Source: an optimization exercise on an open RTL-to-GDS flow (aim: small area). Production flows keep margins and buffers that such runs may drop. Where RTL was checked, it was by simulation tests only, not by an equivalence proof against the original. The RTL of run 7 was laid out without a check of its function. The clock cells of runs 5 to 8 come from the design's own scripts or RTL, not from TritonCTS. The clock input has no modelled driver; a real chip could not lean on it and would need a root buffer or a full tree. Power and IR drop assume default switching activity.

==> config.mk <==
export PLATFORM = sky130hd
export DESIGN_NAME = remote_top
export DESIGN_NICKNAME = remote_top
export VERILOG_FILES = /design/flow/design.v
export SDC_FILE = /design/flow/constraint.sdc
export NUM_CORES = 4
export LEC_CHECK = 0
export CAP_MARGIN = 20
export CORE_MARGIN = 2
export CORE_UTILIZATION = 40
export SLEW_MARGIN = 20
==> constraint.sdc <==
create_clock -name core_clock -period 20.0 [get_ports {CLOCK_50}]
set_input_delay 4.0000 -clock core_clock [delete_from_list [all_inputs] [get_ports {CLOCK_50}]]
set_output_delay 4.0000 -clock core_clock [all_outputs]
set_load 0.01 [all_outputs]
==> design.v <==
`timescale 1ns/1ns
module clk_38k (	input logic clk_50,
						input logic reset,
						output logic clk_38);
	logic [11:0] counter;
	always_ff @(posedge clk_50)
	begin
		if (reset == 1'b1)
		begin
			counter <= 0;
			clk_38 <= 1;
		end
		else if (counter == 12'd440)
			begin
			clk_38 <= 0;
			counter <= counter + 1;
		end
		else if (counter == 12'd1319)
			begin
			clk_38 <= 1;
			counter <= 0;
		end
		else
			begin
			counter <= counter + 1;
		end
	end
endmodule
`timescale 1ns/1ns
module samsung_command (	input logic clk,
									input logic reset,
									input logic [3:0] KEY,
									output logic [31:0] command);
	logic pressed3;
	logic [22:0] counter3;
	always_ff @(posedge clk)
	begin
		if (reset)
			begin
			pressed3 <= 0;
			counter3 <= 22'd0;
			command <= 32'd0;
		end
		else if (~KEY[3])
			begin
			if (~pressed3)
				begin
				command <= 32'he0e040bf;								 
				pressed3 <= 1;
			end
			else
				begin
				counter3 <= 22'd0;
				command <= 32'd0;
			end
		end
		else
			begin
			if (counter3 == 22'd2_000_000)
				begin
				pressed3 <= 0;
				counter3 <= 22'd0;
			end
			else
				begin
				if (pressed3)
					begin
					counter3 <= counter3 + 1;
				end
			end
		end
	end		 
endmodule
`timescale 1ns/1ns
module samsung_protocol (	input logic clk,
									input logic reset,
									input logic [31:0] command_in,
									output logic ir_mod);
	typedef enum logic[3:0] {BEGIN, 
									LEADUP, 
									LEADDOWN,
									DATAUP,
									BITLOW,
									NEXTBIT,
									END} protocol_state_t;
	parameter leadup 		= 225000;
	parameter leaddown 	= 225000;
	parameter dataup		= 28000;
	parameter data0		= 28000;
	parameter data1		= 84500;
	parameter stop			= 28000;
	protocol_state_t state;
	logic [31:0] cmd;
	logic [31:0] counter;
	logic [31:0] stop_val;
	logic [5:0] num_shifts;
	always_ff@(posedge clk)
	begin
		if (reset)
			begin
			state <= BEGIN;
			cmd <= 0;
			counter <= 0;
			stop_val <= 0;
			num_shifts <= 0;
			ir_mod <= 0;
		end
		else case (state)
			BEGIN: begin
				if (command_in != 0)
					begin
						cmd <= command_in;
						counter <= 0;
						stop_val <= leadup;
						ir_mod <= 1;
						state <= LEADUP;
				end
			end
			LEADUP: begin
				if (counter == stop_val)
					begin
					counter <= 0;
					stop_val <= leaddown;
					ir_mod <= 0;
					state <= LEADDOWN;
				end
				else
					begin
					counter <= counter + 1;
				end
			end
			LEADDOWN: begin
				if (counter == stop_val)
					begin
					counter <= 0;
					stop_val <= dataup;
					ir_mod <= 1;
					state <= DATAUP;
				end
				else
					begin
					counter <= counter + 1;
				end
			end
			DATAUP: begin
				if (counter == stop_val)
					begin
					if (cmd[31] == 1)
						begin
						stop_val <= data1;
					end
					else
						begin
						stop_val <= data0;
					end
					counter <= 0;
					ir_mod <= 0;
					state <= BITLOW;
				end
				else
					begin
					counter <= counter + 1;
				end
			end
			BITLOW: begin
				if (counter == stop_val)
					begin
					cmd <= cmd << 1;
					num_shifts <= num_shifts + 1;
					state <= NEXTBIT;
				end
				else
					begin
					counter <= counter + 1;
				end
			end
			NEXTBIT: begin
				if (num_shifts == 32)
					begin
					stop_val <= stop;
					state <= END;
					num_shifts <= 0;
				end
				else
					begin
					stop_val <= dataup;
					state <= DATAUP;
				end
				counter <= 0;
				ir_mod <= 1;
			end
			END: begin
				if (counter == stop_val)
					begin
					state <= BEGIN;
					counter <= 0;
					ir_mod <= 0;
				end
				else
					begin
					counter <= counter + 1;
				end
			end			
		endcase
	end		 
endmodule
`timescale 1ns/1ns
module ir_drive (	input logic clk,
						input logic mod,
						output logic ir_val);
	always_comb
		begin
		ir_val = clk & mod;
	end
endmodule
`timescale 1ns/1ns
module remote_top (	input logic CLOCK_50,
							input logic reset,
							input logic [3:0] KEY,
							output logic IR_LED);
	logic clk_38, ir_mod;
	logic [31:0] command;
	clk_38k divider (	.clk_50(CLOCK_50), 
							.reset(reset), 
							.clk_38(clk_38));
	samsung_command key_to_cmd (	.clk(CLOCK_50), 
											.reset(reset), 
											.KEY(KEY), 
											.command(command));
	samsung_protocol prot (	.clk(CLOCK_50), 
									.reset(reset), 
									.command_in(command), 
									.ir_mod(ir_mod));
	ir_drive ir_drv (	.clk(clk_38), 
							.mod(ir_mod), 
							.ir_val(IR_LED));
endmodule
==> run.sh <==
#!/bin/bash
# synth_recipe.tcl (not shown) runs the flow's synth.tcl, then flattens the netlist and writes it again
# the make line also repeats each setting of config.mk as NAME=value (left out here)
make -C /OpenROAD-flow-scripts/flow DESIGN_CONFIG=/design/flow/config.mk WORK_HOME=/design/flow/orfs CLKGATE_MAP_FILE= SYNTH_SCRIPT=/design/flow/synth_recipe.tcl finish
==> flow_summary.toml, run 1 <==
[drt]
vias = 4786
post-route-drc-count = 0
wl_um = 12300
vias_per_cell = 5.79
drt_pass1_iterations = 5
routedWlPerCell_um = 14.9
drtIter0Drc = 302
ant_nets = 0

[final_layout]
design_area_um2 = 6310
drive_gt1_share_pct = 8.82
syn_to_final_growth_pct = 13.3
layout_common_cells = "118 x dfxtp_1, 66 x nor2_1, 47 x nand2_1, 36 x a21oi_1, 31 x nand3_1"
final_common_cell = "dfxtp_1"
nNetsFinal = 648
antenna_cells = 0
num-fill-cells = 1309

[logic_synthesis]
synth_edf_count = 0
synth_warnings = 4
postSynthCellCount = 642
synth_nets = 656
avgSynthCellArea_um2 = 8.68
synth-main-ff-cell = "dfxtp_1"
ys_seq_elements = 118
synth_async_sr_flop_share_pct = 0
ys_seq_area_share_pct = 42.4
ys_types = 63
synthesis.area_um2 = 5570

[global_route]
gr-total-overflow = 0
grt_max_degree = 32
grt_pass1_wl_um = 21300
grt_antenna_before_repair = 0
grt_use_total_pct = 17.8
grt_pass1_vias = 4445

[clocking]
cts_buffer_depth = 2
cts_tree = "done"
cts_resized = 0
insertion_delay_ns = 0.42
clkTransAtPathRegs_ns = 0.05
post-cts-setup-buffer-count = 0
cts_num_sinks = 118
cts_root_buf = "clkbuf_16"
postCtsHoldBufs = 0
cts_inserted_buffers = 17
h-tree-depth = 4

[pwr]
power.switching_uw = 211
powerDensity_nw_per_um2 = 115
p_sw_share_pct = 29.1
clock_power_share_pct = 44.1
peakVddDrop_mv = 0.0662
p_int_uw = 513
comb_power_share_pct = 18.8
leakagePower_nw = 2.23
sequentialPowerShare_pct = 37.1

[worst_setup_path]
crit_type = "primary input to flop"
r2r_slack_ns = 16.24
path_cells = "clkdlybuf4s50_1, buf_4, clkinv_1, o2111ai_1, nor2b_1, o21ai_0, o31ai_1"
cpMaxStageDelayCell = "o2111ai_1"
end_kind = "flop"
start_kind = "primary input"
arrival_ns = 6.72
critPathMaxFanout = 31
required_ns = 20.26
critPathBufInv = 3
crit_family = "buffers and inverters"
max_stage_delay_ns = 0.78

[timing]
worst-slew-pin-transition_ns = 1.09
max_freq_ghz = 0.155
slew_headroom_pct = 27.1
hold_viol = 0
tns_ns = 0
setup-violations-final = 0
rsz0062_at_grt = "no"
clock_skew_ns = 0.00959
fin_crit_ns = 6.46
slew_viol_final = 0
min_period_over_period_pct = 32.3
fin_hold_ws_ns = 0.453

[floorplanning]
coreArea_um2 = 13700
die_x_um = 122
rows = 43
die_h_um = 122
die-area_um2 = 14900
pin_count = 7
initial_core_util_pct = 40.6

[place]
place.gp.congestion = 0.838
port_buffers = 3
post_dp_cell_area_um2 = 5690
hpwl_um = 8070

[hold_path]
hold_class = "flop to flop"

[run_status]
status = "finished clean"

[run]
max-cap-violations = 0
[cells in the mapped netlist (all sizes together) (7+ instances only)]
cell type  number  area share (%)
dfxtp         118              42
nor2           67             4.6
nand2          48             3.3
a21oi          36             3.2
nand3          31             2.8
o21ai          29             2.6
a22o           21             3.3
nor3           21             1.9
inv            20             1.3
nand4          19             2.1
clkbuf         18             1.2
xnor2          15             2.4
buf            14             1.6
o221a          13             2.6
and3           12             1.3
a211o          11             1.7
and4           11             1.7
xor2           10             1.6
a31oi           9             1.0
or3             9             1.0
or4             9             1.2
ha              8             1.8
or2             8            0.90
o31ai           7            0.94
[registers in the layout, indices dropped and copies added, names as in the netlist, 3 cells and up]
name,flops
divider.counter,12
key_to_cmd.counter3,23
prot.cmd,32
prot.counter,32
prot.num_shifts,6
prot.state,3
prot.stop_val,6
[through the flow]
stage,util [%],std cells,setup WS [ns],power (mW)
global placement,41.5,795,13.20,0.403
finish,46.0,826,13.54,0.724
CTS,46.0,826,13.52,0.730
global route,46.0,826,13.30,0.764
floorplan,-,642,14.95,0.386
detailed placement,41.5,795,13.08,0.407
[metal layers]
metal  global-route usage, %  vias up  routed length (µm)
li1                        -     2383                   -
met1                    23.1     2303                5830
met2                    28.2       81                5830
met3                    4.49       19                 448
met4                    7.47        0                 197
met5                       0        -                   0
[cell type report]
type | instances | area [µm²] | area share [%]
Tap cell | 180 | 225 | 3.57
Clock buffer | 23 | 478 | 7.57
Inverter | 21 | 78.8 | 1.25
Timing Repair Buffer | 5 | 45.0 | 0.714
Clock inverter | 8 | 146 | 2.32
Sequential cell | 118 | 2360 | 37.4
Multi-Input combinational cell | 471 | 2980 | 47.1
[logic make-up (layout without fill, tap and decap cells)]
group / Yosys count / after routing / synth area share (%)
mux: 6 / 6 / 1.08
xor+xnor: 25 / 25 / 3.93
flops: 118 / 118 / 42.4
simple gates: 267 / 267 / 25.2
buf+inv: 53 / 57 / 4.20
fa+ha+maj: 8 / 8 / 1.80
compound gates: 165 / 165 / 21.4
[worst paths after layout]
check                        start                      end  cells after the start
setup / recovery             reset  key_to_cmd.counter3[17]                      7
hold / removal      divider.clk_38           divider.clk_38                      1
setup reg to reg  prot.counter[17]         prot.counter[23]                      6
hold reg to reg     divider.clk_38           divider.clk_38                      1
[power groups by stage]
| stage | combinational, mW | clock (mW) | sequential, mW |
|---|---|---|---|
| 3_5_place_dp | 0.134 | 0 | 0.273 |
| 6_report | 0.136 | 0.320 | 0.269 |
| 3_3_place_gp | 0.131 | 0 | 0.272 |
| 2_1_floorplan | 0.121 | 0 | 0.265 |
| 4_1_cts | 0.135 | 0.327 | 0.268 |
| 5_1_grt | 0.154 | 0.339 | 0.271 |
==> run 2: changes to the inputs <==
==> design.v (replaced) <==
`timescale 1ns/1ns
module clk_38k (input  logic clk_50,
                input  logic reset,
                output logic clk_38);
  logic [9:0] lfsr;
  wire term = (lfsr == 10'd92);
  always_ff @(posedge clk_50) begin
    if (reset) begin
      clk_38 <= 1'b1;
      lfsr   <= 10'd536;
    end else if (term) begin
      clk_38 <= ~clk_38;
      lfsr   <= clk_38 ? 10'd664 : 10'd536;
    end else begin
      lfsr   <= {lfsr[8:0], lfsr[9] ^ lfsr[6]};
    end
  end
endmodule
`timescale 1ns/1ns
module samsung_command (input  logic clk,
                        input  logic reset,
                        input  logic key3,
                        output logic cmd);
  logic pressed;
  logic [20:0] lfsr;
  wire term = (lfsr == 21'd2035581);
  always_ff @(posedge clk) begin
    if (!key3) lfsr <= 21'd1;
    else       lfsr <= {lfsr[19:0], lfsr[20] ^ lfsr[18]};
    if (reset) begin
      pressed <= 1'b0;
      cmd     <= 1'b0;
    end else if (!key3) begin
      pressed <= 1'b1;
      cmd     <= ~pressed;
    end else if (term) begin
      pressed <= 1'b0;
    end
  end
endmodule
`timescale 1ns/1ns
module samsung_protocol (input  logic clk,
                         input  logic reset,
                         input  logic cmd,
                         output logic ir_mod);
  localparam logic [31:0] PATTERN = 32'he0e040bf;
  logic busy, lead, stop;
  logic [4:0] idx;
  logic [17:0] lfsr;
  wire term = (lfsr == 18'd142358);
  wire bitv = PATTERN[~idx];
  always_ff @(posedge clk) begin
    lfsr <= {lfsr[16:0], lfsr[17] ^ lfsr[10]};
    if (reset) begin
      busy   <= 1'b0;
      ir_mod <= 1'b0;
    end else if (!busy) begin
      if (cmd) begin
        busy   <= 1'b1;
        ir_mod <= 1'b1;
        lead   <= 1'b1;
        stop   <= 1'b0;
        idx    <= 5'd0;
        lfsr   <= 18'd234266;
      end
    end else if (term) begin
      if (ir_mod) begin
        ir_mod <= 1'b0;
        if (stop) busy <= 1'b0;
        lfsr <= lead ? 18'd234266 : (bitv ? 18'd237336 : 18'd249230);
      end else begin
        ir_mod <= 1'b1;
        lfsr   <= 18'd236316;
        if (lead) lead <= 1'b0;
        else begin
          idx <= idx + 5'd1;
          if (&idx) stop <= 1'b1;
        end
      end
    end
  end
endmodule
`timescale 1ns/1ns
module ir_drive (input  logic clk,
                 input  logic mod,
                 output logic ir_val);
  assign ir_val = clk & mod;
endmodule
`timescale 1ns/1ns
module remote_top (input  logic       CLOCK_50,
                   input  logic       reset,
                   input  logic [3:0] KEY,
                   output logic       IR_LED);
  logic clk_38, cmd, ir_mod;
  clk_38k divider (.clk_50(CLOCK_50), .reset(reset), .clk_38(clk_38));
  samsung_command key_to_cmd (.clk(CLOCK_50), .reset(reset), .key3(KEY[3]), .cmd(cmd));
  samsung_protocol prot (.clk(CLOCK_50), .reset(reset), .cmd(cmd), .ir_mod(ir_mod));
  ir_drive ir_drv (.clk(clk_38), .mod(ir_mod), .ir_val(IR_LED));
endmodule
--- a/config.mk
+++ b/config.mk
@@ -8,4 +8,7 @@
 export CAP_MARGIN = 20
 export CORE_MARGIN = 2
 export CORE_UTILIZATION = 40
+export CTS_BUF_LIST = sky130_fd_sc_hd__clkbuf_4
+export CTS_CLUSTER_DIAMETER = 200
+export CTS_CLUSTER_SIZE = 30
 export SLEW_MARGIN = 20
==> run 2 against run 1 <==
Effect of this change: via count fell by 71%; synthesized cell count fell by 68%; clock-buffer cell count fell by 14; clock skew rose by 0.0034 ns; critical path type is now flop to primary output; largest cell class is now flip-flops and latches; first-iteration DRC count fell by 77%.
==> flow_summary.toml, run 2 <==
[worst_setup_path]
required_ns = 16.00
arrival_ns = 1.62
path_cells = "and2_1, clkdlybuf4s50_1"
cpMaxStageDelayCell = "clkdlybuf4s50_1"
crit_type = "flop to primary output"
end_kind = "primary output"
max_stage_delay_ns = 0.53
start_kind = "flop"
critPathMaxFanout = 10

[final_layout]
final_common_cell = "dfxtp_1"
largest_reg_flops = 21
fin_cells = 288
max_flop_register = "key_to_cmd.lfsr"
num-fill-cells = 527
layout_common_cells = "54 x dfxtp_1, 23 x and2_1, 13 x nor2_1, 12 x nand2_1, 9 x clkbuf_4"
antenna_cells = 0
reg.largest.list = "key_to_cmd.lfsr (21), prot.lfsr (18), divider.lfsr (10)"
post-route-util_pct = 44.5
syn_to_final_growth_pct = 9.14
drive_gt1_share_pct = 10.2
nNetsFinal = 222

[run]
max-cap-violations = 0

[logic_synthesis]
synth_edf_count = 7
synth-main-ff-cell = "dfxtp_1"
synthAdderAreaFrac_pct = 2.82
synthesis.area_um2 = 2220
synth_nets = 216
synth-compound-area-share_pct = 9.59
synth_top_cell_area_share_pct = 48.8
synth_xor_area_share_pct = 1.98
yosys-top-cells-area = "dfxtp_1 49%, edfxtp_1 9.5%, and2_1 6.5%"
synthMuxAreaShare_pct = 0.451
synth_top_family_by_area = "simple AND/OR/NAND/NOR gates"
synth_warnings = 3
avgSynthCellArea_um2 = 10.8
synthTopCellsByCount = "54 x dfxtp_1, 23 x and2_1, 13 x nor2_1, 12 x nand2_1"
ys_types = 46
synthSimpleGateAreaFrac_pct = 23.8
postSynthCellCount = 205
ys_seq_elements = 61
synth_async_sr_flop_share_pct = 0
ys_seq_area_share_pct = 58.2
post-synth-top-count-cell = "dfxtp_1"
yosysTopAreaCell = "dfxtp_1"

[clocking]
cts_root_buf = "clkbuf_4"
cts_num_sinks = 61
clkTransAtPathRegs_ns = 0.10
postCtsHoldBufs = 0
h-tree-depth = 3
cts_inserted_buffers = 9
post-cts-setup-buffer-count = 0
insertion_delay_ns = 0.40
cts_tree = "done"
cts_resized = 0
cts_buffer_depth = 2

[place]
dp_cells = 272
hpwl_um = 2360
pre_cts_ws_ns = 14.22
port_buffers = 3
place.gp.congestion = 0.749

[timing]
tns_ns = 0
min_period_over_period_pct = 28.1
setup-violations-final = 0
clock_skew_ns = 0.0130
post-route-worst-setup-slack_ns = 14.38
worst-slew-pin-transition_ns = 0.614
slew_headroom_pct = 58.8
rsz0062_at_grt = "no"
slew_viol_final = 0
max_freq_ghz = 0.178
fin_crit_ns = 5.62
hold_viol = 0

[global_route]
gr-total-overflow = 0
grt_pass1_wl_um = 6350
grt_max_degree = 27
grt_use_total_pct = 13.8
grt_antenna_before_repair = 0
grt_pass1_vias = 1374

[drt]
routedWlPerCell_um = 12.3
vias = 1384
drt_pass1_iterations = 4
post-route-drc-count = 0
drtIter0Drc = 69
wl_um = 3530
vias_per_cell = 4.81
ant_nets = 0

[run_status]
status = "finished clean"

[floorplanning]
die-area_um2 = 6150
die_h_um = 78.5
coreArea_um2 = 5440
initial_core_util_pct = 40.8
die_x_um = 78.5
pin_count = 7
rows = 27

[pwr]
powerDensity_nw_per_um2 = 104
leakagePower_nw = 0.929
peakVddDrop_mv = 0.0512
power.total_uw = 252

[hold_path]
hold_class = "flop to flop"
## run 2: per-stage QoR
stage               area, µm²  hold slack (ns)
CTS                      2420            0.450
global route             2420            0.453
floorplan                2220            0.403
detailed placement       2300            0.422
global placement         2300            0.420
finish                   2420            0.438
## run 2: cell families (layout without fill, tap and decap cells)
kind of cell,Yosys count,after routing
xor+xnor,5,5
fa+ha+maj,5,5
compound gates,28,28
simple gates,89,89
flops,61,61
mux,1,1
buf+inv,16,27
## run 2: worst max-delay path: cells and delay by family, from the launching register on
family / cells / cell delay [ns]
buf+inv: 1 / 0.53
flops: 1 / 0.52
simple gates: 1 / 0.18
## run 2: final cells by class
class	instances	area [µm²]	share of cell area [%]
Clock buffer	9	67.6	2.79
Timing Repair Buffer	4	37.5	1.55
Multi-Input combinational cell	128	856	35.4
Sequential cell	61	1290	53.4
Clock inverter	7	51.3	2.12
Tap cell	72	90.1	3.72
Inverter	7	26.3	1.09
## run 2: routing by layer
metal | global-route usage (%) | part of all wire (%) | up-vias
met5 | 0 | 0 | -
met4 | 6.49 | 1.6 | 0
met3 | 6.55 | 4.8 | 6
met2 | 19.6 | 41 | 14
met1 | 17.5 | 53 | 642
li1 | - | - | 722
## run 2: final timing paths
path,startpoint,to,slack (ns),cells past startpoint
worst max-delay path,prot.ir_mod,IR_LED,14.38,2
worst min-delay path,prot.lfsr[13],prot.lfsr[14],0.44,1
worst max register to register,prot.lfsr[3],prot.idx[4],17.71,4
worst min register to register,prot.lfsr[13],prot.lfsr[14],0.44,1
## run 2: report_power, final
part | leakage (nW) | internal, mW | total, mW | switching [mW]
clock | 0.0639 | 0.0259 | 0.0726 | 0.0467
combinational | 0.355 | 0.0147 | 0.0258 | 0.0112
sequential | 0.511 | 0.142 | 0.153 | 0.0109
==> run 3: changes to the inputs <==
--- a/config.mk
+++ b/config.mk
@@ -8,7 +8,4 @@
 export CAP_MARGIN = 20
 export CORE_MARGIN = 2
 export CORE_UTILIZATION = 40
-export CTS_BUF_LIST = sky130_fd_sc_hd__clkbuf_4
-export CTS_CLUSTER_DIAMETER = 200
-export CTS_CLUSTER_SIZE = 30
 export SLEW_MARGIN = 20
==> run 3 against run 2 <==
Effect of this change: first-iteration DRC count shrank 1.4%; still clean on timing, DRC and antenna; global-route usage grew 0.46 points; synthesized cell count is the same; worst setup slack gained 0.063 ns; sequential share of layout area shrank 1.4 points.
==> flow_summary.toml, run 3 <==
[pwr]
leakagePower_nw = 0.958
power.total_uw = 279
powerDensity_nw_per_um2 = 112
peakVddDrop_mv = 0.0527

[drt]
ant_nets = 0
drtIter0Drc = 68
routedWlPerCell_um = 12.6
wl_um = 3620
vias = 1388
vias_per_cell = 4.82
post-route-drc-count = 0
drt_pass1_iterations = 4

[timing]
max_freq_ghz = 0.180
fin_crit_ns = 5.55
hold_viol = 0
min_period_over_period_pct = 27.8
slew_viol_final = 0
tns_ns = 0
worst-slew-pin-transition_ns = 0.613
clock_skew_ns = 0.00885
rsz0062_at_grt = "no"
slew_headroom_pct = 58.8
setup-violations-final = 0

[logic_synthesis]
ys_seq_elements = 61
ys_seq_area_share_pct = 58.2
post-synth-top-count-cell = "dfxtp_1"
synth_top_cell_area_share_pct = 48.8
synth_nets = 216
ys_types = 46
avgSynthCellArea_um2 = 10.8
synth-main-ff-cell = "dfxtp_1"
synth_async_sr_flop_share_pct = 0
synthTopCellsByCount = "54 x dfxtp_1, 23 x and2_1, 13 x nor2_1, 12 x nand2_1"
postSynthCellCount = 205
synth_edf_count = 7
yosys-top-cells-area = "dfxtp_1 49%, edfxtp_1 9.5%, and2_1 6.5%"
synth_warnings = 3
synthesis.area_um2 = 2220
yosysTopAreaCell = "dfxtp_1"

[place]
place.gp.congestion = 0.749
port_buffers = 3
hpwl_um = 2360

[clocking]
insertion_delay_ns = 0.34
h-tree-depth = 3
cts_num_sinks = 61
cts_resized = 0
cts_tree = "done"
cts_buffer_depth = 2
postCtsHoldBufs = 0
cts_root_buf = "clkbuf_8"
post-cts-setup-buffer-count = 0
cts_inserted_buffers = 9
clkTransAtPathRegs_ns = 0.07

[run]
max-cap-violations = 0

[final_layout]
syn_to_final_growth_pct = 12.1
max_flop_register = "key_to_cmd.lfsr"
regArea_um2 = 1290
reg.largest.list = "key_to_cmd.lfsr (21), prot.lfsr (18), divider.lfsr (10)"
final_common_cell = "dfxtp_1"
num-fill-cells = 517
multiInputGateArea_um2 = 856
nNetsFinal = 222
layout_common_cells = "54 x dfxtp_1, 23 x and2_1, 13 x nor2_1, 12 x nand2_1, 10 x clkbuf_8"
drive_gt1_share_pct = 10.6
antenna_cells = 0
post-route-util_pct = 45.7
largest_reg_flops = 21

[global_route]
grt_use_total_pct = 14.2
grt_max_degree = 27
grt_antenna_before_repair = 0
grt_pass1_vias = 1393
gr-total-overflow = 0
grt_pass1_wl_um = 6470

[floorplanning]
die_x_um = 78.5
coreArea_um2 = 5440
die_h_um = 78.5
rows = 27
die-area_um2 = 6150
pin_count = 7
initial_core_util_pct = 40.8

[worst_setup_path]
reg2reg_depth = 4
start_kind = "flop"
required_ns = 16.00
max_stage_delay_ns = 0.53
r2r_slack_ns = 17.70
cpMaxStageDelayCell = "clkdlybuf4s50_1"
timing.rr.start = "prot.lfsr[3]"
critPathBufInv = 1
path_cells = "and2_1, clkdlybuf4s50_1"
critPathMaxFanout = 10
crit_family = "buffers and inverters"
r2r-end = "prot.idx[1]"
arrival_ns = 1.55
end_kind = "primary output"
crit_type = "flop to primary output"

[run_status]
status = "finished clean"

[hold_path]
hold_class = "flop to flop"
whs_endpoint = "prot.lfsr[14]"
hp-start = "prot.lfsr[13]"
min_path_cells = 1
==> run 3: power breakdown <==
group          leakage, nW  switching (mW)  total (mW)  internal, mW
sequential           0.511          0.0108       0.153         0.142
clock               0.0928          0.0508      0.0998        0.0490
combinational        0.355          0.0112      0.0258        0.0147
total                0.958          0.0727       0.279         0.206
==> run 3: layout make-up <==
type / count / area share [%]
repair buffers: 4 / 1.51
multi-input cells: 128 / 34.4
well taps: 72 / 3.62
clock inverters: 6 / 1.91
clock buffers: 10 / 5.54
flip-flops and latches: 61 / 51.9
inverters: 7 / 1.06
==> run 3: metrics by stage <==
step	setup WS, ns	hold WS (ns)	instance area (µm²)	std cells
after floorplan	15.00	0.403	2220	205
after CTS	14.42	0.446	2490	288
after global placement	14.23	0.420	2300	272
final	14.45	0.436	2490	288
after detailed placement	14.22	0.422	2300	272
after global routing	14.38	0.456	2490	288
==> run 3: layer usage <==
| layer | wire length (µm) | vias up | GRT usage [%] |
|---|---|---|---|
| li1 | - | 722 | - |
| met1 | 1870 | 640 | 17.7 |
| met2 | 1500 | 14 | 19.9 |
| met3 | 151 | 12 | 6.55 |
| met4 | 97 | 0 | 8.60 |
| met5 | 0 | - | 0 |
==> run 3: worst max path at each step <==
stage                start          end  cells after the start
5_1_grt        prot.ir_mod       IR_LED                      2
4_1_cts        prot.ir_mod       IR_LED                      2
2_1_floorplan        reset  prot.idx[0]                      4
3_5_place_dp         reset  prot.idx[1]                      5
3_3_place_gp         reset  prot.idx[0]                      5
6_report       prot.ir_mod       IR_LED                      2
==> run 3: cells by family (layout without fill, tap and decap cells) <==
group / count (synthesis) / after routing / share of synthesized area (%)
flip-flops: 61 / 61 / 58.2
multiplexers: 1 / 1 / 0.451
adder cells (fa/ha/maj): 5 / 5 / 2.82
buffers and inverters: 16 / 27 / 3.16
AND/OR/NAND/NOR: 89 / 89 / 23.8
XOR/XNOR: 5 / 5 / 1.98
AO/OA/AOI/OAI: 28 / 28 / 9.59
==> run 4: changes to the inputs <==
==> flow/run.sh (new file) <==
#!/bin/bash
export CTS_ARGS="-sink_clustering_enable -repair_clock_nets -dont_use_dummy_load -buf_list {sky130_fd_sc_hd__clkbuf_4 sky130_fd_sc_hd__clkbuf_8} -sink_clustering_size 30 -sink_clustering_max_diameter 200"
export BUFFER_PORTS_ARGS="-buffer_cell sky130_fd_sc_hd__buf_1"
export RECOVER_POWER=100
bash standard.sh > standard.log 2>&1
==> standard.sh (new file) <==
#!/bin/bash
# synth_recipe.tcl (not shown) runs the flow's synth.tcl, then flattens the netlist and writes it again
# the make line also repeats each setting of config.mk as NAME=value (left out here)
make -C /OpenROAD-flow-scripts/flow DESIGN_CONFIG=/design/flow/config.mk WORK_HOME=/design/flow/orfs CLKGATE_MAP_FILE= SYNTH_SCRIPT=/design/flow/synth_recipe.tcl "${@:-finish}"
removed: run.sh
==> run 4 against run 3 <==
Effect of this change: still clean; sequential share of layout area grew 1.9 points; via count rose by 0.65%; clock-buffer cell count fell by 1; routed wire length down 1.5%; utilization is 1.6 points lower; critical path depth up 4; sequential cell count unchanged; largest cell class unchanged; largest power group unchanged.
==> flow_summary.toml, run 4 <==
[clocking]
postCtsHoldBufs = 0
cts_tree = "done"
h-tree-depth = 3
clkTransAtPathRegs_ns = 0.05
cts_buffer_depth = 2
cts_num_sinks = 61
cts_inserted_buffers = 9
cts_resized = 0
insertion_delay_ns = 0.34
cts_root_buf = "clkbuf_8"
post-cts-setup-buffer-count = 0

[final_layout]
drive_gt1_share_pct = 6.70
final_common_cell = "dfxtp_1"
max_flop_register = "key_to_cmd.lfsr"
post-route-util_pct = 44.1
regArea_um2 = 1290
multiInputGateArea_um2 = 851
largest_reg_flops = 21
syn_to_final_growth_pct = 8.13
nNetsFinal = 222
layout_common_cells = "54 x dfxtp_1, 20 x and2_1, 13 x nor2_1, 12 x nand2_1, 9 x clkbuf_8"
antenna_cells = 0
reg.largest.list = "key_to_cmd.lfsr (21), prot.lfsr (18), divider.lfsr (10)"
num-fill-cells = 534

[timing]
max_freq_ghz = 0.179
rsz0062_at_grt = "no"
slew_viol_final = 0
clock_skew_ns = 0.0249
slew_headroom_pct = 24.6
tns_ns = 0
fin_crit_ns = 5.60
hold_viol = 0
worst-slew-pin-transition_ns = 1.13
min_period_over_period_pct = 28.0
setup-violations-final = 0

[drt]
ant_nets = 0
wl_um = 3570
vias = 1397
routedWlPerCell_um = 12.7
vias_per_cell = 4.97
drt_pass1_iterations = 4
post-route-drc-count = 0
drtIter0Drc = 62

[global_route]
grt_antenna_before_repair = 0
grt_pass1_wl_um = 6330
grt_use_total_pct = 13.6
grt_pass1_vias = 1368
gr-total-overflow = 0
grt_max_degree = 27

[hold_path]
hp-start = "prot.lfsr[14]"
hold_class = "flop to flop"
min_path_cells = 1

[run_status]
status = "finished clean"

[worst_setup_path]
arrival_ns = 5.84
r2r_slack_ns = 17.70
required_ns = 20.24
r2r-end = "prot.idx[3]"
end_kind = "flop"
path_cells = "buf_1, clkbuf_1, inv_1, nand3_1, nand2_1, mux2i_1"
critPathCapture = "prot.lfsr[2]"
path_depth = 6
cp-startpoint = "reset"
start_kind = "primary input"
critPathMaxFanout = 26
timing.rr.start = "prot.lfsr[3]"
max_stage_delay_ns = 0.83
cpMaxStageDelayCell = "clkbuf_1"
reg2reg_depth = 4
crit_family = "buffers and inverters"
critPathBufInv = 3
crit_type = "primary input to flop"

[floorplanning]
initial_core_util_pct = 40.8
die-area_um2 = 6150
pin_count = 7
die_h_um = 78.5
coreArea_um2 = 5440
die_x_um = 78.5
rows = 27

[logic_synthesis]
synthTopCellsByCount = "54 x dfxtp_1, 23 x and2_1, 13 x nor2_1, 12 x nand2_1"
synth_warnings = 3
synth_edf_count = 7
post-synth-top-count-cell = "dfxtp_1"
yosys-top-cells-area = "dfxtp_1 49%, edfxtp_1 9.5%, and2_1 6.5%"
ys_types = 46
ys_seq_elements = 61
synthesis.area_um2 = 2220
synth-main-ff-cell = "dfxtp_1"
yosysTopAreaCell = "dfxtp_1"
postSynthCellCount = 205
avgSynthCellArea_um2 = 10.8
synth_top_cell_area_share_pct = 48.8
synth_nets = 216
synth_async_sr_flop_share_pct = 0
ys_seq_area_share_pct = 58.2

[place]
hpwl_um = 2310
port_buffers = 3
place.gp.congestion = 0.754

[run]
max-cap-violations = 0

[pwr]
peakVddDrop_mv = 0.0503
leakagePower_nw = 0.915
powerDensity_nw_per_um2 = 107
run 4: routing by layer:
metal  GRT usage [%]  wire length [µm]  vias up
met5               0                 0        -
met4            5.79                40        0
met3            6.90               137        5
met2            19.3              1550       17
met1            17.4              1840      658
li1                -                 -      717
run 4: report_power, final:
group	leakage [nW]	internal, mW	total [mW]	switching [mW]
clock	0.0647	0.0398	0.0788	0.0390
combinational	0.340	0.0140	0.0244	0.0104
sequential	0.511	0.143	0.154	0.0110
total	0.915	0.196	0.257	0.0604
run 4: kinds of logic after synthesis:
logic type	after synthesis	share of synthesized area, %
buf+inv	16	3.16
mux	1	0.451
simple gates	89	23.8
flops	61	58.2
xor+xnor	5	1.98
compound gates	28	9.59
fa+ha+maj	5	2.82
run 4: metrics by stage:
stage | hold slack [ns] | instance area, µm² | std cells | setup WS, ns | power, mW
2_1_floorplan | 0.403 | 2220 | 205 | 15.00 | 0.174
3_3_place_gp | 0.419 | 2280 | 272 | 14.54 | 0.181
3_5_place_dp | 0.418 | 2280 | 272 | 14.57 | 0.181
4_1_cts | 0.442 | 2410 | 281 | 14.84 | 0.262
5_1_grt | 0.453 | 2400 | 281 | 14.19 | 0.271
6_report | 0.436 | 2400 | 281 | 14.40 | 0.257
run 4: worst min-delay path by stage:
stage                                  to  slack (ns)
final                       prot.lfsr[15]        0.44
after global routing         prot.lfsr[4]        0.45
after CTS                 divider.lfsr[3]        0.44
after detailed placement  divider.lfsr[3]        0.42
after global placement       prot.lfsr[4]        0.42
after floorplan                 prot.stop        0.40
run 4: worst reg2reg max path, cell delays in order (launching register included):
cell and delay [ns]:
dfxtp_1 0.30, nand4b_1 0.15, or4_1 0.60, o31a_2 0.49
nor2_1 0.39
run 4: cell type report:
cell class                 count  area share [%]
sequential                    61            53.9
multi-input combinational    128            35.5
clock buffer                   9            5.17
tap                           72            3.76
inverter                       7            1.10
timing repair buffer           4           0.626
==> run 5: changes to the inputs <==
==> flow/run.sh (replaced) <==
#!/bin/bash
# The standard layout (standard.sh: ORFS from synthesis to finish) with:
#  - a flat clock tree (clock_tree.tcl, run before CTS): a few clkbuf_8 leaf
#    buffers fed from the clock port, instead of TritonCTS's H-tree and
#    dummy loads;
#  - single-drive port buffers;
#  - power recovery (downsizing of non-critical gates) after global routing.
# Each tool's output is in the ORFS logs under orfs/logs/; standard.sh's
# whole output is in standard.log here.
HERE=$(cd "$(dirname "$0")" && pwd)
export PRE_CTS_TCL="$HERE/clock_tree.tcl"
export BUFFER_PORTS_ARGS="-buffer_cell sky130_fd_sc_hd__buf_1"
export RECOVER_POWER=100
bash standard.sh > standard.log 2>&1
==> flow/clock_tree.tcl (new file) <==
# Flat clock tree, used as PRE_CTS_TCL: the clock port drives a few leaf
# clock buffers, each driving the flip-flops of one region of the core,
# placed at the centroid of its flip-flops. The regions come from
# recursive bisection of the flip-flop positions at the median, along the
# longer side. The flow's own clock_tree_synthesis call is then made a
# no-op; the rest of the CTS step (detailed placement, timing repair,
# writing the results) runs as usual.

proc ct_bisect { sinks k } {
  if { $k <= 1 || [llength $sinks] < 2 } { return [list $sinks] }
  set xs [lmap e $sinks { lindex $e 0 }]
  set ys [lmap e $sinks { lindex $e 1 }]
  set w [expr {[tcl::mathfunc::max {*}$xs] - [tcl::mathfunc::min {*}$xs]}]
  set h [expr {[tcl::mathfunc::max {*}$ys] - [tcl::mathfunc::min {*}$ys]}]
  set idx [expr {$w >= $h ? 0 : 1}]
  set sorted [lsort -integer -index $idx $sinks]
  set k1 [expr {$k / 2}]
  set n1 [expr {[llength $sorted] * $k1 / $k}]
  return [concat [ct_bisect [lrange $sorted 0 [expr {$n1 - 1}]] $k1] \
                 [ct_bisect [lrange $sorted $n1 end] [expr {$k - $k1}]]]
}

proc build_clock_tree { K bufcell } {
  set block [ord::get_db_block]
  set master [[ord::get_db] findMaster $bufcell]
  set clk [$block findNet CLOCK_50]
  set sinks {}
  foreach it [$clk getITerms] {
    set loc [[$it getInst] getLocation]
    lappend sinks [list [lindex $loc 0] [lindex $loc 1] $it]
  }
  set k 0
  foreach grp [ct_bisect $sinks $K] {
    set net [odb::dbNet_create $block clknet_leaf_$k]
    $net setSigType CLOCK
    set sx 0; set sy 0
    foreach e $grp {
      set it [lindex $e 2]
      $it disconnect
      $it connect $net
      incr sx [lindex $e 0]; incr sy [lindex $e 1]
    }
    set m [llength $grp]
    set buf [odb::dbInst_create $block $master clkbuf_leaf_$k]
    [$buf findITerm A] connect $clk
    [$buf findITerm X] connect $net
    $buf setLocation [expr {$sx / $m}] [expr {$sy / $m}]
    $buf setPlacementStatus PLACED
    puts "clock_tree.tcl: clkbuf_leaf_$k ($bufcell) drives $m flip-flops"
    incr k
  }
}

source [file join [file dirname [info script]] clock_tree_params.tcl]
build_clock_tree $CT_LEAVES $CT_BUF
rename clock_tree_synthesis orig_clock_tree_synthesis
proc clock_tree_synthesis { args } { puts "clock tree already built by clock_tree.tcl" }
==> flow/clock_tree_params.tcl (new file) <==
set CT_LEAVES 4
set CT_BUF sky130_fd_sc_hd__clkbuf_8
==> run 5 against run 4 <==
Effect of this change: critical endpoint unchanged; register-to-register slack hardly changed; sequential cell count stayed put; via count is 2.1% lower; final area is 2.9% lower; sequential share of layout area is 1.6 points higher; combinational power hardly changed; largest power group unchanged; highest routed layer unchanged; largest cell class unchanged; clock skew is 0.012 ns lower; worst setup slack worse by 0.13 ns; still clean on timing, DRC and antenna.
==> flow_summary.toml, run 5 <==
[final_layout]
largest_reg_flops = 21
drive_gt1_share_pct = 4.41
nNetsFinal = 217
syn_to_final_growth_pct = 5.02
final_common_cell = "dfxtp_1"
reg.largest.list = "key_to_cmd.lfsr (21), prot.lfsr (18), divider.lfsr (10)"
max_flop_register = "key_to_cmd.lfsr"
fin_cells = 276
antenna_cells = 0
layout_common_cells = "54 x dfxtp_1, 20 x and2_1, 13 x nor2_1, 12 x nand2_1"

[worst_setup_path]
arrival_ns = 5.82
path_cells = "buf_1, clkbuf_1, inv_1, nand3_1, nand2_1, mux2i_1"
r2r_slack_ns = 17.69
end_kind = "flop"
reg2reg_depth = 4
critPathMaxFanout = 26
start_kind = "primary input"
crit_type = "primary input to flop"
cpMaxStageDelayCell = "clkbuf_1"
r2r-end = "prot.idx[1]"
critPathCapture = "prot.lfsr[2]"
timing.rr.start = "prot.lfsr[3]"
max_stage_delay_ns = 0.82
required_ns = 20.08
cp-startpoint = "reset"

[pwr]
leakagePower_nw = 0.879
power.switching_uw = 50.7
clock_power_share_pct = 21.2
comb_power_share_pct = 10.8
powerDensity_nw_per_um2 = 96.8
power.total_uw = 225
p_int_uw = 175
sequentialPowerShare_pct = 68.0
p_sw_share_pct = 22.5
peakVddDrop_mv = 0.0529

[floorplanning]
die_x_um = 78.5
die-area_um2 = 6150
die_h_um = 78.5
initial_core_util_pct = 40.8
pin_count = 7
rows = 27
coreArea_um2 = 5440

[logic_synthesis]
synth_edf_count = 7
post-synth-top-count-cell = "dfxtp_1"
synthesis.area_um2 = 2220
synth_top_cell_area_share_pct = 48.8
ys_seq_area_share_pct = 58.2
postSynthCellCount = 205
ys_seq_elements = 61
ys_types = 46
synth_warnings = 3
synthTopCellsByCount = "54 x dfxtp_1, 23 x and2_1, 13 x nor2_1, 12 x nand2_1"
avgSynthCellArea_um2 = 10.8
yosys-top-cells-area = "dfxtp_1 49%, edfxtp_1 9.5%, and2_1 6.5%"
synth_nets = 216
synth_async_sr_flop_share_pct = 0
synth-main-ff-cell = "dfxtp_1"
yosysTopAreaCell = "dfxtp_1"

[global_route]
grt_pass1_wl_um = 6110
grt_pass1_vias = 1338
grt_use_total_pct = 11.7
gr-total-overflow = 0
grt_max_degree = 27
grt_antenna_before_repair = 0

[drt]
post-route-drc-count = 0
vias = 1367
ant_nets = 0
drt_pass1_iterations = 4
wl_um = 3430
routedWlPerCell_um = 12.4
drtIter0Drc = 36
vias_per_cell = 4.95

[timing]
max_freq_ghz = 0.174
slew_viol_final = 0
fin_crit_ns = 5.74
hold_viol = 0
slew_headroom_pct = 25.6
rsz0062_at_grt = "no"
min_period_over_period_pct = 28.7
clock_skew_ns = 0.0126
setup-violations-final = 0
tns_ns = 0
worst-slew-pin-transition_ns = 1.12
fin_hold_ws_ns = 0.444

[run]
max-cap-violations = 0

[place]
place.gp.congestion = 0.754
hpwl_um = 2310
port_buffers = 3
dp_cells = 272

[clocking]
postCtsHoldBufs = 0
clkTransAtPathRegs_ns = 0.10
post-cts-setup-buffer-count = 0
cts_resized = 0
insertion_delay_ns = 0.16

[hold_path]
hold_class = "flop to flop"

[run_status]
status = "finished clean"
## run 5: cell types whose count changed in the layout (fill, tap and decap cells not counted), sizes merged
cell    change
clkbuf      -5
## run 5: cell type report
type | count | area (µm²)
sequential | 61 | 1290
buffer | 4 | 55.1
multi-input combinational | 128 | 851
inverter | 7 | 26.3
timing repair buffer | 4 | 15.0
tap | 72 | 90.1
fill | 539 | 3110
## run 5: power groups by stage
stage	Clock (mW)	Combinational, mW	Sequential [mW]
3_5_place_dp	0	0.0249	0.156
4_1_cts	0.0367	0.0249	0.156
6_report	0.0478	0.0243	0.153
2_1_floorplan	0	0.0221	0.152
5_1_grt	0.0545	0.0276	0.155
3_3_place_gp	0	0.0245	0.156
## run 5: worst min-delay path by stage
| stage | depth (start not counted) | end | startpoint | slack, ns |
|---|---|---|---|---|
| 3_3_place_gp | 1 | prot.lfsr[4] | prot.lfsr[3] | 0.42 |
| 3_5_place_dp | 1 | divider.lfsr[3] | divider.lfsr[2] | 0.42 |
| 6_report | 1 | prot.lfsr[15] | prot.lfsr[14] | 0.44 |
| 2_1_floorplan | 0 | prot.stop | prot.busy | 0.40 |
| 5_1_grt | 1 | prot.lfsr[14] | prot.lfsr[13] | 0.46 |
| 4_1_cts | 1 | prot.lfsr[4] | prot.lfsr[3] | 0.43 |
## run 5: kinds of logic after synthesis
| family | share of synthesized area [%] |
|---|---|
| and+or+nand+nor | 23.8 |
| DFF | 58.2 |
| AOI/OAI and AO/OA | 9.59 |
| buffers and inverters | 3.16 |
| xor gates and xnor gates | 1.98 |
| adders and majority gates | 2.82 |
| muxes | 0.451 |
## run 5: per-stage QoR
stage               util (%)  setup slack [ns]  instance area (µm²)
floorplan                  -             15.00                 2220
finish                  42.8             14.26                 2330
detailed placement      42.0             14.57                 2280
global route            42.8             14.03                 2330
CTS                     43.0             14.57                 2340
global placement        42.0             14.54                 2280
## run 5: worst max-delay path: cells and delay by family
| family | cells | cell delay (ns) |
|---|---|---|
| buffers and inverters | 3 | 1.28 |
| and+or+nand+nor | 2 | 0.35 |
| muxes | 1 | 0.17 |
## run 5: per-layer routing
layer  vias up  wire length [µm]  track usage (%)
met5         -                 0                0
met4         0                76             2.11
met3         7                74            0.805
met2        12              1410             18.4
met1       639              1860             17.7
li1        709                 -                -
==> run 6: changes to the inputs <==
==> flow/clock_tree_params.tcl (replaced) <==
set CT_LEAVES 2
set CT_BUF sky130_fd_sc_hd__clkbuf_16
==> run 6 against run 5 <==
Effect of this change: die area unchanged; sequential power about the same; sequential share of layout area up 0.12 points; utilization down 0.092 points; critical endpoint unchanged; largest cell class unchanged.
==> flow_summary.toml, run 6 <==
[run_status]
status = "finished clean"

[drt]
drt_pass1_iterations = 4
drtIter0Drc = 53
routedWlPerCell_um = 12.3
post-route-drc-count = 0
ant_nets = 0
vias = 1344
vias_per_cell = 4.91
wl_um = 3360

[floorplanning]
pin_count = 7
die_x_um = 78.5
die-area_um2 = 6150
initial_core_util_pct = 40.8
die_h_um = 78.5
coreArea_um2 = 5440
rows = 27

[final_layout]
final_common_cell = "dfxtp_1"
nNetsFinal = 215
reg.largest.list = "key_to_cmd.lfsr (21), prot.lfsr (18), divider.lfsr (10)"
layout_common_cells = "54 x dfxtp_1, 20 x and2_1, 13 x nor2_1, 12 x nand2_1"
largest_reg_flops = 21
drive_gt1_share_pct = 3.47
max_flop_register = "key_to_cmd.lfsr"
syn_to_final_growth_pct = 4.80
design_area_um2 = 2320
num-fill-cells = 537
antenna_cells = 0

[timing]
hold_viol = 0
worst-slew-pin-transition_ns = 1.12
clock_skew_ns = 0.00694
tns_ns = 0
min_period_over_period_pct = 28.6
setup-violations-final = 0
post-route-worst-setup-slack_ns = 14.28
rsz0062_at_grt = "no"
slew_headroom_pct = 25.4
fin_crit_ns = 5.72
max_freq_ghz = 0.175
slew_viol_final = 0

[global_route]
grt_pass1_wl_um = 6000
grt_use_total_pct = 11.5
grt_pass1_vias = 1311
gr-total-overflow = 0
grt_max_degree = 32
grt_antenna_before_repair = 0

[logic_synthesis]
synth-main-ff-cell = "dfxtp_1"
ys_types = 46
yosysTopAreaCell = "dfxtp_1"
ys_seq_elements = 61
postSynthCellCount = 205
synth_async_sr_flop_share_pct = 0
synth_nets = 216
post-synth-top-count-cell = "dfxtp_1"
synthesis.area_um2 = 2220
yosys-top-cells-area = "dfxtp_1 49%, edfxtp_1 9.5%, and2_1 6.5%"
ys_seq_area_share_pct = 58.2
synth_top_cell_area_share_pct = 48.8
synth_warnings = 3
synthTopCellsByCount = "54 x dfxtp_1, 23 x and2_1, 13 x nor2_1, 12 x nand2_1"
avgSynthCellArea_um2 = 10.8
synth_edf_count = 7

[clocking]
cts_resized = 0
insertion_delay_ns = 0.17
post-cts-setup-buffer-count = 0
postCtsHoldBufs = 0
clkTransAtPathRegs_ns = 0.11

[pwr]
powerDensity_nw_per_um2 = 96.8
leakagePower_nw = 0.875
peakVddDrop_mv = 0.106

[worst_setup_path]
max_stage_delay_ns = 0.82
end_kind = "flop"
required_ns = 20.09
r2r_slack_ns = 17.72
crit_type = "primary input to flop"
start_kind = "primary input"
cp-startpoint = "reset"
timing.rr.start = "prot.lfsr[3]"
critPathBufInv = 3
path_cells = "buf_1, clkbuf_1, inv_1, nand3_1, nand2_1, mux2i_1"
crit_family = "buffers and inverters"
cpMaxStageDelayCell = "clkbuf_1"
arrival_ns = 5.81
critPathMaxFanout = 26

[hold_path]
hold_class = "flop to flop"
hp-start = "prot.lfsr[3]"

[run]
max-cap-violations = 0

[place]
port_buffers = 3
post_dp_cell_area_um2 = 2280
hpwl_um = 2310
pre_cts_ws_ns = 14.57
place.gp.congestion = 0.754
## run 6: final cells by class
type                            count  area [µm²]  area share (%)
Buffer                              2        50.0            2.15
Inverter                            7        26.3            1.13
Multi-Input combinational cell    128         851            36.6
Sequential cell                    61        1290            55.6
Tap cell                           72        90.1            3.88
Timing Repair Buffer                4        15.0           0.646
## run 6: worst paths after layout
kind	endpoint	depth (start not counted)
worst min-delay path	prot.lfsr[4]	1
worst min register to register	prot.lfsr[4]	1
worst max-delay path	prot.lfsr[2]	6
worst max register to register	prot.idx[0]	4
## run 6: where the power goes
part | switching, mW | internal [mW] | total (mW)
Clock | 0.0288 | 0.0186 | 0.0474
Sequential | 0.0111 | 0.142 | 0.153
Combinational | 0.0102 | 0.0140 | 0.0242
## run 6: cell families (layout without fill, tap and decap cells)
family | Yosys count | after routing | share of synthesized area [%]
AO/OA/AOI/OAI | 28 | 28 | 9.59
buffers and inverters | 16 | 13 | 3.16
flip-flops | 61 | 61 | 58.2
XOR/XNOR | 5 | 5 | 1.98
adder cells (fa/ha/maj) | 5 | 5 | 2.82
multiplexers | 1 | 1 | 0.451
AND/OR/NAND/NOR | 89 | 89 | 23.8
## run 6: metal layers
| metal | up-vias | track usage [%] | part of all wire, % |
|---|---|---|---|
| met5 | - | 0 | 0 |
| met4 | 0 | 1.23 | 1.2 |
| met3 | 2 | 0.690 | 2.1 |
| met2 | 9 | 18.7 | 43 |
| met1 | 627 | 17.3 | 54 |
| li1 | 706 | - | - |
## run 6: stage by stage
stage / cells / power [mW] / hold WS [ns] / utilization (%)
6_report: 274 / 0.225 / 0.452 / 42.7
5_1_grt: 274 / 0.237 / 0.464 / 42.7
4_1_cts: 274 / 0.218 / 0.428 / 42.9
3_5_place_dp: 272 / 0.181 / 0.418 / 42.0
3_3_place_gp: 272 / 0.181 / 0.419 / 42.0
2_1_floorplan: 205 / 0.174 / 0.403 / -
## run 6: worst reg2reg max path, cell delays in order (launching register included)
cell and delay (ns):
dfxtp_1 0.32, nand4b_1 0.15, or4_1 0.60, o31a_2 0.49
nor2_1 0.38
==> run 7: changes to the inputs <==
--- a/design.v
+++ b/design.v
@@ -2,17 +2,19 @@
 module clk_38k (input  logic clk_50,
                 input  logic reset,
                 output logic clk_38);
-  logic [9:0] lfsr;
-  wire term = (lfsr == 10'd92);
+  localparam logic [9:0] LFSR_POL = 10'd682;
+  logic [9:0] lfsr_q;
+  wire  [9:0] lfsr = lfsr_q ^ LFSR_POL;
+  wire term = (lfsr == 10'd348);
   always_ff @(posedge clk_50) begin
     if (reset) begin
       clk_38 <= 1'b1;
-      lfsr   <= 10'd536;
+      lfsr_q <= (10'd366) ^ LFSR_POL;
     end else if (term) begin
       clk_38 <= ~clk_38;
-      lfsr   <= clk_38 ? 10'd664 : 10'd536;
+      lfsr_q <= (clk_38 ? 10'd302 : 10'd366) ^ LFSR_POL;
     end else begin
-      lfsr   <= {lfsr[8:0], lfsr[9] ^ lfsr[6]};
+      lfsr_q <= ({lfsr[8:0], lfsr[9] ^ lfsr[6]}) ^ LFSR_POL;
     end
   end
 endmodule
@@ -22,11 +24,13 @@
                         input  logic key3,
                         output logic cmd);
   logic pressed;
-  logic [20:0] lfsr;
-  wire term = (lfsr == 21'd2035581);
+  localparam logic [20:0] LFSR_POL = 21'd699050;
+  logic [20:0] lfsr_q;
+  wire  [20:0] lfsr = lfsr_q ^ LFSR_POL;
+  wire term = (lfsr == 21'd851174);
   always_ff @(posedge clk) begin
-    if (!key3) lfsr <= 21'd1;
-    else       lfsr <= {lfsr[19:0], lfsr[20] ^ lfsr[18]};
+    if (!key3) lfsr_q <= (21'd1398101) ^ LFSR_POL;
+    else       lfsr_q <= ({lfsr[19:0], lfsr[20] ^ lfsr[18]}) ^ LFSR_POL;
     if (reset) begin
       pressed <= 1'b0;
       cmd     <= 1'b0;
@@ -44,33 +48,34 @@
                          input  logic cmd,
                          output logic ir_mod);
   localparam logic [31:0] PATTERN = 32'he0e040bf;
-  logic busy, lead, stop;
+  logic lead, stop;
   logic [4:0] idx;
-  logic [17:0] lfsr;
-  wire term = (lfsr == 18'd142358);
+  wire idle = stop & ~ir_mod;
   wire bitv = PATTERN[~idx];
+  localparam logic [17:0] LFSR_POL = 18'd174762;
+  logic [17:0] lfsr_q;
+  wire  [17:0] lfsr = lfsr_q ^ LFSR_POL;
+  wire term = (lfsr == 18'd40275);
   always_ff @(posedge clk) begin
-    lfsr <= {lfsr[16:0], lfsr[17] ^ lfsr[10]};
+    lfsr_q <= ({lfsr[16:0], lfsr[17] ^ lfsr[10]}) ^ LFSR_POL;
     if (reset) begin
-      busy   <= 1'b0;
+      stop   <= 1'b1;
       ir_mod <= 1'b0;
-    end else if (!busy) begin
+    end else if (idle) begin
       if (cmd) begin
-        busy   <= 1'b1;
         ir_mod <= 1'b1;
         lead   <= 1'b1;
         stop   <= 1'b0;
         idx    <= 5'd0;
-        lfsr   <= 18'd234266;
+        lfsr_q <= (18'd82292) ^ LFSR_POL;
       end
     end else if (term) begin
       if (ir_mod) begin
         ir_mod <= 1'b0;
-        if (stop) busy <= 1'b0;
-        lfsr <= lead ? 18'd234266 : (bitv ? 18'd237336 : 18'd249230);
+        lfsr_q <= (lead ? 18'd82292 : (bitv ? 18'd71672 : 18'd506)) ^ LFSR_POL;
       end else begin
         ir_mod <= 1'b1;
-        lfsr   <= 18'd236316;
+        lfsr_q <= (18'd1012) ^ LFSR_POL;
         if (lead) lead <= 1'b0;
         else begin
           idx <= idx + 5'd1;
==> flow/clock_tree_params.tcl (replaced) <==
set CT_LEAVES 4
set CT_BUF sky130_fd_sc_hd__clkbuf_8
==> run 7 against run 6 <==
Effect of this change: worst setup slack gained 0.40 ns; utilization rose by 0.43 points; highest routed layer unchanged; critical path depth is 3 lower; via count down 0.97%; still clean; area after synthesis decreased by 7.3%; hold slack worse by 0.068 ns; combinational power increased by 29%; register-to-register slack lost 0.17 ns; largest power group unchanged; final area decreased by 6.4%.
==> flow_summary.toml, run 7 <==
[final_layout]
max_flop_register = "key_to_cmd.lfsr_q"
syn_to_final_growth_pct = 5.91
regArea_um2 = 1260
antenna_cells = 0
drive_gt1_share_pct = 3.47
layout_common_cells = "54 x dfxtp_1, 39 x nand2_1, 19 x nor2_1, 7 x inv_1, 6 x edfxtp_1"
num-fill-cells = 488
nNetsFinal = 214
post-route-util_pct = 43.2
largest_reg_flops = 21
multiInputGateArea_um2 = 734
final_common_cell = "dfxtp_1"
reg.largest.list = "key_to_cmd.lfsr_q (21), prot.lfsr_q (18), divider.lfsr_q (10)"

[global_route]
grt_antenna_before_repair = 0
grt_pass1_wl_um = 5600
gr-total-overflow = 0
grt_max_degree = 25
grt_pass1_vias = 1253
grt_use_total_pct = 12.0

[pwr]
powerDensity_nw_per_um2 = 111
peakVddDrop_mv = 0.0562
power.total_uw = 242
leakagePower_nw = 0.862

[clocking]
clkTransAtPathRegs_ns = 0.09
cts_resized = 0
insertion_delay_ns = 0.15
postCtsHoldBufs = 0
post-cts-setup-buffer-count = 0

[floorplanning]
pin_count = 7
die_x_um = 75.7
initial_core_util_pct = 40.7
die_h_um = 75.7
coreArea_um2 = 5040
die-area_um2 = 5730
rows = 26

[drt]
drtIter0Drc = 89
vias = 1331
ant_nets = 0
post-route-drc-count = 0
drt_pass1_iterations = 4
vias_per_cell = 4.89
routedWlPerCell_um = 11.7
wl_um = 3190

[logic_synthesis]
yosys-top-cells-area = "dfxtp_1 53%, edfxtp_1 8.8%, nand2_1 7.1%"
post-synth-top-count-cell = "dfxtp_1"
ys_seq_elements = 60
synth_warnings = 3
synthesis.area_um2 = 2050
synth_edf_count = 6
postSynthCellCount = 200
synth_nets = 210
synth_top_cell_area_share_pct = 52.6
synth_async_sr_flop_share_pct = 0
synthTopCellsByCount = "54 x dfxtp_1, 39 x nand2_1, 19 x nor2_1, 6 x edfxtp_1, 6 x inv_1"
ys_types = 41
ys_seq_area_share_pct = 61.4
synth-main-ff-cell = "dfxtp_1"
yosysTopAreaCell = "dfxtp_1"
avgSynthCellArea_um2 = 10.3

[hold_path]
hold_class = "flop to flop"

[run_status]
status = "finished clean"

[timing]
tns_ns = 0
min_period_over_period_pct = 26.6
setup-violations-final = 0
worst-slew-pin-transition_ns = 0.894
slew_headroom_pct = 40.4
fin_hold_ws_ns = 0.384
hold_viol = 0
rsz0062_at_grt = "no"
fin_crit_ns = 5.31
slew_viol_final = 0
max_freq_ghz = 0.188
clock_skew_ns = 0.00625

[worst_setup_path]
critPathMaxFanout = 15
arrival_ns = 5.11
cpMaxStageDelayCell = "a221oi_1"
path_cells = "clkbuf_1, or2_2, a221oi_1"
critPathBufInv = 1
max_stage_delay_ns = 0.47
crit_family = "compound AO/OA/AOI/OAI gates"
required_ns = 19.80
start_kind = "primary input"
crit_type = "primary input to flop"
end_kind = "flop"

[place]
hpwl_um = 2260
port_buffers = 3
place.gp.congestion = 0.848

[run]
max-cap-violations = 0
==> run 7: worst paths after layout <==
| kind | from | endpoint | slack (ns) | depth (start not counted) |
|---|---|---|---|---|
| setup / recovery | reset | prot.lead | 14.69 | 3 |
| hold / removal | prot.lfsr_q[16] | prot.lfsr_q[17] | 0.38 | 1 |
| setup reg to reg | prot.lfsr_q[15] | prot.idx[4] | 17.55 | 5 |
| hold reg to reg | prot.lfsr_q[16] | prot.lfsr_q[17] | 0.38 | 1 |
==> run 7: power breakdown <==
part           switching, mW  leakage (nW)  internal [mW]
logic                 0.0161         0.325         0.0152
clock network         0.0280        0.0288         0.0184
registers             0.0177         0.508          0.147
==> run 7: cell families (layout without fill, tap and decap cells) <==
family / Yosys count / after routing / synth area share (%)
flops: 60 / 60 / 61.4
compound gates: 21 / 21 / 7.61
mux: 1 / 1 / 0.487
simple gates: 97 / 97 / 23.8
buf+inv: 12 / 14 / 2.19
fa+ha+maj: 4 / 4 / 2.44
xor+xnor: 5 / 5 / 2.13
==> run 7: per-stage QoR <==
stage / worst slack [ns] / cells / instance area (µm²)
2_1_floorplan: 15.11 / 200 / 2050
3_3_place_gp: 14.60 / 268 / 2130
3_5_place_dp: 14.60 / 268 / 2130
4_1_cts: 14.60 / 272 / 2190
5_1_grt: 14.56 / 272 / 2180
6_report: 14.69 / 272 / 2180
==> run 7: routing by layer <==
layer | vias up | part of all wire (%) | global-route usage, %
li1 | 686 | - | -
met1 | 629 | 52 | 18.5
met2 | 8 | 43 | 18.9
met3 | 8 | 2.4 | 0.794
met4 | 0 | 2.0 | 1.75
met5 | - | 0 | 0
==> run 7: final cells by class <==
class	instances	share of cell area (%)
buffer	4	2.53
timing repair buffer	3	0.518
inverter	7	1.21
tap	70	4.03
sequential	60	58.0
multi-input combinational	128	33.8
==> run 7: worst reg2reg max path: cells and delay by family (launching register included) <==
kind	cells	cell delay [ns]
AND/OR/NAND/NOR	4	1.65
flip-flops	1	0.34
AO/OA/AOI/OAI	1	0.12
==> run 8: changes to the inputs <==
--- a/design.v
+++ b/design.v
@@ -5,14 +5,14 @@
   localparam logic [9:0] LFSR_POL = 10'd682;
   logic [9:0] lfsr_q;
   wire  [9:0] lfsr = lfsr_q ^ LFSR_POL;
-  wire term = (lfsr == 10'd348);
+  wire term = (lfsr == 10'd414);
   always_ff @(posedge clk_50) begin
     if (reset) begin
       clk_38 <= 1'b1;
-      lfsr_q <= (10'd366) ^ LFSR_POL;
+      lfsr_q <= (10'd341) ^ LFSR_POL;
     end else if (term) begin
       clk_38 <= ~clk_38;
-      lfsr_q <= (clk_38 ? 10'd302 : 10'd366) ^ LFSR_POL;
+      lfsr_q <= (clk_38 ? 10'd449 : 10'd341) ^ LFSR_POL;
     end else begin
       lfsr_q <= ({lfsr[8:0], lfsr[9] ^ lfsr[6]}) ^ LFSR_POL;
     end
@@ -55,7 +55,7 @@
   localparam logic [17:0] LFSR_POL = 18'd174762;
   logic [17:0] lfsr_q;
   wire  [17:0] lfsr = lfsr_q ^ LFSR_POL;
-  wire term = (lfsr == 18'd40275);
+  wire term = (lfsr == 18'd142358);
   always_ff @(posedge clk) begin
     lfsr_q <= ({lfsr[16:0], lfsr[17] ^ lfsr[10]}) ^ LFSR_POL;
     if (reset) begin
@@ -67,15 +67,15 @@
         lead   <= 1'b1;
         stop   <= 1'b0;
         idx    <= 5'd0;
-        lfsr_q <= (18'd82292) ^ LFSR_POL;
+        lfsr_q <= (18'd234266) ^ LFSR_POL;
       end
     end else if (term) begin
       if (ir_mod) begin
         ir_mod <= 1'b0;
-        lfsr_q <= (lead ? 18'd82292 : (bitv ? 18'd71672 : 18'd506)) ^ LFSR_POL;
+        lfsr_q <= (lead ? 18'd234266 : (bitv ? 18'd237336 : 18'd249230)) ^ LFSR_POL;
       end else begin
         ir_mod <= 1'b1;
-        lfsr_q <= (18'd1012) ^ LFSR_POL;
+        lfsr_q <= (18'd236316) ^ LFSR_POL;
         if (lead) lead <= 1'b0;
         else begin
           idx <= idx + 5'd1;
==> run 8 against run 7 <==
Effect of this change: total power decreased by 5.9%; sequential power is 5% lower; routed wire length rose by 3.1%; utilization increased by 0.51 points; die area is 1.7% higher; area after synthesis rose by 1.8%; hold slack better by 0.0058 ns; register-to-register slack improved by 0.09 ns; via count shrank 1.7%; critical path depth grew 2; largest cell class unchanged; largest power group unchanged.
==> flow_summary.toml, run 8 <==
[worst_setup_path]
crit_type = "primary input to flop"
path_cells = "clkbuf_1, nor2_1, and2_0, a31o_1, o32ai_1"
end_kind = "flop"
max_stage_delay_ns = 0.52
critPathMaxFanout = 18
cpMaxStageDelayCell = "clkbuf_1"
arrival_ns = 5.48
required_ns = 20.04
start_kind = "primary input"

[clocking]
insertion_delay_ns = 0.15
cts_resized = 0
postCtsHoldBufs = 0
clkTransAtPathRegs_ns = 0.09
post-cts-setup-buffer-count = 0

[floorplanning]
die_x_um = 76.3
coreArea_um2 = 5070
initial_core_util_pct = 41.2
pin_count = 7
die_h_um = 76.3
die-area_um2 = 5820
rows = 26

[global_route]
gr-total-overflow = 0
met3_usage_pct = 1.54
busiest_layer = "met2"
grt_antenna_before_repair = 0
grtUsageMet1_pct = 17.3
grt_use_met2_pct = 19.6
grt_use_total_pct = 11.9
grt_pass1_vias = 1349
grt_pass1_wl_um = 6070
grt_max_degree = 25

[final_layout]
layout_common_cells = "54 x dfxtp_1, 35 x nand2_1, 18 x nor2_1, 7 x inv_1"
reg.largest.list = "key_to_cmd.lfsr_q (21), prot.lfsr_q (18), divider.lfsr_q (10)"
antenna_cells = 0
max_flop_register = "key_to_cmd.lfsr_q"
drive_gt1_share_pct = 5.00
fin_cells = 270
syn_to_final_growth_pct = 5.92
largest_reg_flops = 21
design_area_um2 = 2220
final_common_cell = "dfxtp_1"
nNetsFinal = 213
post-route-util_pct = 43.7

[drt]
drtIter0Drc = 75
drt_pass1_iterations = 4
vias = 1308
wl_um = 3290
routedWlPerCell_um = 12.2
post-route-drc-count = 0
ant_nets = 0
vias_per_cell = 4.84

[logic_synthesis]
ys_types = 39
synth_edf_count = 6
synth_top_cell_area_share_pct = 51.7
ys_seq_elements = 60
synth_async_sr_flop_share_pct = 0
synth_warnings = 3
synthesis.area_um2 = 2090
postSynthCellCount = 199
synth_nets = 210
yosys-top-cells-area = "dfxtp_1 52%, edfxtp_1 8.6%, nand2_1 6.3%"
synthTopCellsByCount = "54 x dfxtp_1, 35 x nand2_1, 18 x nor2_1, 7 x inv_1"
post-synth-top-count-cell = "dfxtp_1"
synth-main-ff-cell = "dfxtp_1"
yosysTopAreaCell = "dfxtp_1"
ys_seq_area_share_pct = 60.3
avgSynthCellArea_um2 = 10.5

[pwr]
powerDensity_nw_per_um2 = 103
power.total_uw = 228
peakVddDrop_mv = 0.0596
leakagePower_nw = 0.882

[place]
pre_cts_ws_ns = 14.36
place.gp.congestion = 0.743
post_dp_cell_area_um2 = 2170
hpwl_um = 2350
port_buffers = 3
dp_cells = 266

[timing]
setup-violations-final = 0
hold_viol = 0
rsz0062_at_grt = "no"
post-route-worst-setup-slack_ns = 14.56
slew_viol_final = 0
fin_crit_ns = 5.44
slew_headroom_pct = 40.2
min_period_over_period_pct = 27.2
clock_skew_ns = 0.00699
fin_hold_ws_ns = 0.390
max_freq_ghz = 0.184
tns_ns = 0
worst-slew-pin-transition_ns = 0.896

[hold_path]
hold_class = "flop to flop"

[run]
max-cap-violations = 0

[run_status]
status = "finished clean"
-- run 8: cell count changes after synthesis, moves of 3 or more --
cell      before  now
and2_1         1    5
nand2_1       39   35
nand4_1        5    2
nand4b_1       5    2
o21bai_1       1    4
-- run 8: cells by family after synthesis --
logic type      after synthesis  share of synthesized area [%]
buf+inv                      13                           2.33
flops                        60                           60.3
xor+xnor                      4                           1.67
simple gates                 94                           24.1
compound gates               23                           8.61
fa+ha+maj                     5                           2.99
-- run 8: worst max-delay path, delay by kind of cell --
family,cells,cell delay [ns]
buffers and inverters,1,0.52
AOI/OAI and AO/OA,2,0.52
and+or+nand+nor,2,0.44
-- run 8: worst paths after layout --
kind | start | end | slack (ns) | cells after the start
max | reset | prot.lfsr_q[2] | 14.56 | 5
min | key_to_cmd.lfsr_q[0] | key_to_cmd.lfsr_q[1] | 0.39 | 1
max reg2reg | prot.lfsr_q[6] | prot.idx[0] | 17.64 | 4
min reg2reg | key_to_cmd.lfsr_q[0] | key_to_cmd.lfsr_q[1] | 0.39 | 1
-- run 8: where the power goes --
part | leakage (nW) | internal, mW | total, mW | switching [mW]
clock network | 0.0288 | 0.0185 | 0.0469 | 0.0284
registers | 0.509 | 0.144 | 0.156 | 0.0128
logic | 0.344 | 0.0129 | 0.0248 | 0.0119
-- run 8: per-layer routing --
metal | wire [µm] | vias to the layer above | share of wire, %
met5 | 0 | - | 0
li1 | - | 681 | -
met1 | 1720 | 612 | 52
met4 | 47 | 0 | 1.4
met2 | 1410 | 11 | 43
met3 | 111 | 4 | 3.4
-- run 8: cell type report --
class / count / area [µm²]
fillers: 506 / 2860
flip-flops and latches: 60 / 1260
multi-input cells: 126 / 774
well taps: 70 / 87.6
plain buffers: 4 / 55.1
inverters: 7 / 26.3
repair buffers: 3 / 11.3

[re-timing with driven ports]
In the flow no input, the clock included, has a driving cell. The finished layouts below were timed again as built, in two steps.
Step 1 assumes that a clkbuf_16 drives the clock port and a buf_2 every other input.
Step 2 also shifts input and output timing later by t, the mid clock arrival at the registers, as if the neighbouring blocks saw the same clock.
Slacks: ideal ports / drivers / drivers and shift; pairs: ideal ports / drivers.
run | t (ns) | setup WS [ns] | pins driven straight from the clock port
run 1 | 0.451 | 13.544 / 13.560 / 13.109 | 1
run 2 | 0.415 | 14.382 / 14.358 / 14.247 | 1
run 3 | 0.367 | 14.446 / 14.417 / 14.237 | 1
run 4 | 0.354 | 14.398 / 14.405 / 14.051 | 1
run 5 | 0.205 | 14.265 / 14.298 / 14.094 | 4
run 6 | 0.210 | 14.284 / 14.308 / 14.098 | 2
run 7 | 0.201 | 14.686 / 14.721 / 14.520 | 4
run 8 | 0.203 | 14.563 / 14.578 / 14.375 | 4
After both steps every run listed still meets setup and hold. The setup slack of run 1, which loses most, moves by +0.016 ns with the drivers and by -0.435 ns with both steps.
